This is an optimization exercise on Yosys and OpenROAD, whose aim is small area, not a production implementation.
Function was checked by simulation only, so behaviour that the tests miss may differ from the original.
The clock port is modelled as an ideal driver; clocking choices that lean on that would not hold on a real chip.
Power figures rest on the tool's default switching activity, not on a simulated workload.

==> flow/design.v (excerpt) <==
module switches_top(clk, reset, hsync, vsync, switches_p1, switches_p2, rgb);
	input	[7:0]	switches_p1;
	input	[7:0]	switches_p2;
	input			clk;
	input			reset;
	output	reg		hsync;
	output	reg		vsync;
	output	[2:0]	rgb;
	function [5:0] incdec;
		input [5:0] x;
		input en;
		input dec;
		integer i;
		reg t;
		begin
			t = en;
			for (i = 0; i < 6; i = i + 1) begin
				incdec[i] = x[i] ^ t;
				t = t & (x[i] ^ dec);
			end
		end
	endfunction
	function [4:0] move_h;
		input [4:0] x;
		input [1:0] c;
		input z;
		reg [5:0] r;
		begin
			r = incdec({1'b0, x}, !z && !c[1], c[0]);
			move_h = r[4:0];
		end
	endfunction
	function [4:0] move_v;
		input [4:0] x;
		input [1:0] c;
		input z;
		reg [5:0] r;
		begin
			r = incdec({1'b0, x}, !z && c[1], c[0]);
			move_v = r[4:0];
		end
	endfunction
	reg		[4:0]	hc;
	reg		[3:0]	ho;
	reg		[4:0]	vc;
	reg		[3:0]	vo;
	wire			hc0		= hc == 5'd0;
	wire			hc15	= hc == 5'd15;
	wire			hc17	= hc[4] && !hc[1] && hc[0];
	wire			hc18	= hc[4] && hc[1] && !hc[0];
	wire			hc19	= hc[4] && hc[1] && hc[0];
	wire			hc20	= hc[4] && hc[2];
	wire			vc0		= vc == 5'd0;
	wire			vc15	= !vc[4] && vc[3:0] == 4'd15;
	wire			vc16	= vc[4] && !vc[0];
	wire			vc17	= vc[4] && vc[0];
	wire			ho0		= ho == 4'd0;
	wire			ho1		= ho == 4'd1;
	wire			ho14	= ho[3] && ho[2] && ho[1];
	wire			vo0		= vo == 4'd0;
	wire			vo14	= vo[3] && vo[2] && vo[1];
	wire			hend	= hc20 && ho[3] && ho[0];			 
	wire			vend	= vc17 && vo[2] && vo[1];			 
	wire	[5:0]	hc_inc6	= incdec({1'b0, hc}, 1'b1, 1'b0);
  ...
Size: about 700 cells after synthesis, ~23 I/O pins, roughly 5600 um^2 of cells after synthesis.
export LEC_CHECK = 0
export CAP_MARGIN = 20
export CORE_MARGIN = 2
export CORE_UTILIZATION = 40
export PLACE_DENSITY = 0.6
export SLEW_MARGIN = 20
create_clock -name core_clock -period 8.0 [get_ports {clk}]
standard.sh (not shown) runs the stock make flow with config.mk's settings and CLKGATE_MAP_FILE= SYNTH_SCRIPT=/design/flow/synth_recipe.tcl, a recipe that flattens the netlist after the stock synthesis.
==> flow/flow/run.sh <==
#!/bin/bash
# Own flow: the standard layout (standard.sh) with
# - synthesis by my_synth.tcl: the standard flow's synthesis, area-oriented for the
#   combinational logic (registers unchanged),
# - the smallest buffer on the ports,
# - a clock tree of small buffers without dummy loads, where post_cts.tcl
#   upsizes the buffers whose flip-flop clock pins see too much slew.
set -euo pipefail
W=$(pwd)
export OWN_ABC_SCRIPT="$W/flow/area.abc"
bash "$W/standard.sh" SYNTH_SCRIPT="$W/flow/my_synth.tcl" \
  BUFFER_PORTS_ARGS="-buffer_cell sky130_fd_sc_hd__buf_1" \
  CTS_ARGS="-sink_clustering_enable -repair_clock_nets -buf_list sky130_fd_sc_hd__clkbuf_4 -dont_use_dummy_load" \
  POST_CTS_TCL="$W/flow/post_cts.tcl" \
  finish > "$W/flow_make.log" 2>&1
Other scripts of this flow, unchanged in this note and not shown: flow/flow/area.abc, flow/flow/my_synth.tcl, flow/flow/post_cts.tcl
The baseline ran to the end with no violations.
Change:
--- a/flow/design.v
+++ b/flow/design.v
@@ -112,45 +112,38 @@
 			fcnt <= {5'b11110, line254 && ho1};
 		else if (line254 && ho == 4'd2)
 			fcnt <= incdec(fcnt, 1'b1, 1'b0);
 	end
 	reg		[7:0]	dir_sw_q;
 	wire	[7:0]	dir_sw	= {switches_p2[3:0], switches_p1[3:0]};
 	wire			dir_edge = |(dir_sw & ~dir_sw_q);
 	reg		[1:0]	dir1;
 	reg		[1:0]	dir2;
-	reg		[1:0]	dir2_next;
-	always @* begin
-		dir2_next = dir2;
-		if (dir_edge) begin
-			if (switches_p2[1] && dir2 != 2'b01)
-				dir2_next = 2'b00;
-			else if (switches_p2[0] && dir2 != 2'b00)
-				dir2_next = 2'b01;
-			else if (switches_p2[2] && dir2 != 2'b10)
-				dir2_next = 2'b11;
-			else if (switches_p2[3] && dir2 != 2'b11)
-				dir2_next = 2'b10;
-		end
-	end
 	always @(posedge clk) begin
 		dir_sw_q <= dir_sw;
 		if (reset || dir_edge) begin
 			if (reset || (switches_p1[1] && dir1 != 2'b01))
 				dir1 <= 2'b00;
 			else if (switches_p1[0] && dir1 != 2'b00)
 				dir1 <= 2'b01;
 			else if (switches_p1[2] && dir1 != 2'b10)
 				dir1 <= 2'b11;
 			else if (switches_p1[3] && dir1 != 2'b11)
 				dir1 <= 2'b10;
+			if (!reset && switches_p2[1] && dir2 != 2'b01)
+				dir2 <= 2'b00;
+			else if (reset || (switches_p2[0] && dir2 != 2'b00))
+				dir2 <= 2'b01;
+			else if (switches_p2[2] && dir2 != 2'b10)
+				dir2 <= 2'b11;
+			else if (switches_p2[3] && dir2 != 2'b11)
+				dir2 <= 2'b10;
 		end
-		dir2 <= reset ? 2'b01 : dir2_next;
 	end
 	reg				game_over;
 	wire			step	= tick && !game_over;
 	reg		[4:0]	hh1, hv1, hh2, hv2;
 	reg		[1:0]	a0, a1, a2, a3, a4;
 	reg		[1:0]	b0, b1, b2, b3, b4;
 	reg				v1, v2, v3, v4;	 
 	reg		[1:0]	grow1, grow2;	 
 	wire	[4:0]	nxt_h	= hc19 ? 5'd0 : hc_inc6[4:0];
@@ -163,21 +156,18 @@
 	reg				wz;
 	reg		[1:0]	wsrc;	 
 	always @* begin
 		wc = 2'b00;
 		wz = 1'b1;
 		wsrc = 2'd0;
 		if (tick) begin
 			wc = dir1; wz = 1'b0; wsrc = 2'd1;
 		end
-		else if (line254 && ho == 4'd2) begin
-			wc = dir2_next; wz = 1'b0; wsrc = 2'd2;
-		end
 		else case (ho)
 			4'd1:  begin wc = a0 ^ 2'b01; wz = 1'b0; wsrc = 2'd1; end
 			4'd2:  begin wc = a1 ^ 2'b01; wz = !v1; end
 			4'd3:  begin wc = a2 ^ 2'b01; wz = !v2; end
 			4'd4:  begin wc = a3 ^ 2'b01; wz = !v3; end
 			4'd5:  begin wc = a4 ^ 2'b01; wz = !v4; end
 			4'd6:  begin wc = b0 ^ 2'b01; wz = 1'b0; wsrc = 2'd2; end
 			4'd7:  begin wc = b1 ^ 2'b01; wz = !v1; end
 			4'd8:  begin wc = b2 ^ 2'b01; wz = !v2; end
@@ -217,20 +207,20 @@
 		else if (ho14 || hend) begin
 			t01_1c <= acc01_1;
 			t24_1c <= acc24_1;
 			t01_2c <= acc01_2;
 			t24_2c <= acc24_2;
 		end
 	end
 	wire	[4:0]	nh1	= sum_h;
 	wire	[4:0]	nv1	= sum_v;
-	wire	[4:0]	nh2	= wh;
-	wire	[4:0]	nv2	= wv;
+	wire	[4:0]	nh2	= move_h(hh2, dir2, 1'b0);
+	wire	[4:0]	nv2	= move_v(hv2, dir2, 1'b0);
 	always @(posedge clk) begin
 		if (reset) begin
 			hh1 <= 5'd1;
 			hv1 <= 5'd1;
 			a0 <= 2'b00;
 			hh2 <= 5'd15;
 			hv2 <= 5'd14;
 			b0 <= 2'b01;
 			v1 <= 1'b0;
After rerunning:
- design area went up by a few percent
- synthesized area went up by a few percent
- register-to-register slack improves by 0.19 ns
- routed wire length went up by a little under a tenth
- critical path depth went up by 3
- synthesized cell count went up by a few percent
- maximum frequency went up by a few percent
- clock skew went down by 0.0036 ns
- via count went up by a few percent
- setup slack improves by 0.19 ns
- total power went down slightly
- count of clock-buffer cells in the layout does not change
- hold slack degrades by 0.025 ns

## re-timing with driven ports
No port has a modelled driver above. Below, the same layouts with a new extraction and two added sets of constraints. Step 1 assumes that a clkbuf_16 drives the clock port and a buf_2 every other input. Step 2, shift: input delay + t, output delay - t, t = (earliest + latest rising clock arrival at the registers) / 2. This alone moves slack from input paths to output paths. Slacks: no drivers / after step 1 / after step 2; pairs: no drivers / after step 1.
| run | t (ns) | setup slack, ns | hold slack, ns |
|---|---|---|---|
| the first run | 0.571 | 1.768 / 1.768 / 1.739 | 0.332 / 0.332 / 0.332 |
| the second run | 0.580 | 1.956 / 1.956 / 1.956 | 0.308 / 0.308 / 0.308 |
After both steps every run listed still meets setup and hold. For the first run, which loses most, drivers alone change the setup slack by 0.000 ns; drivers and shift together by -0.029 ns.
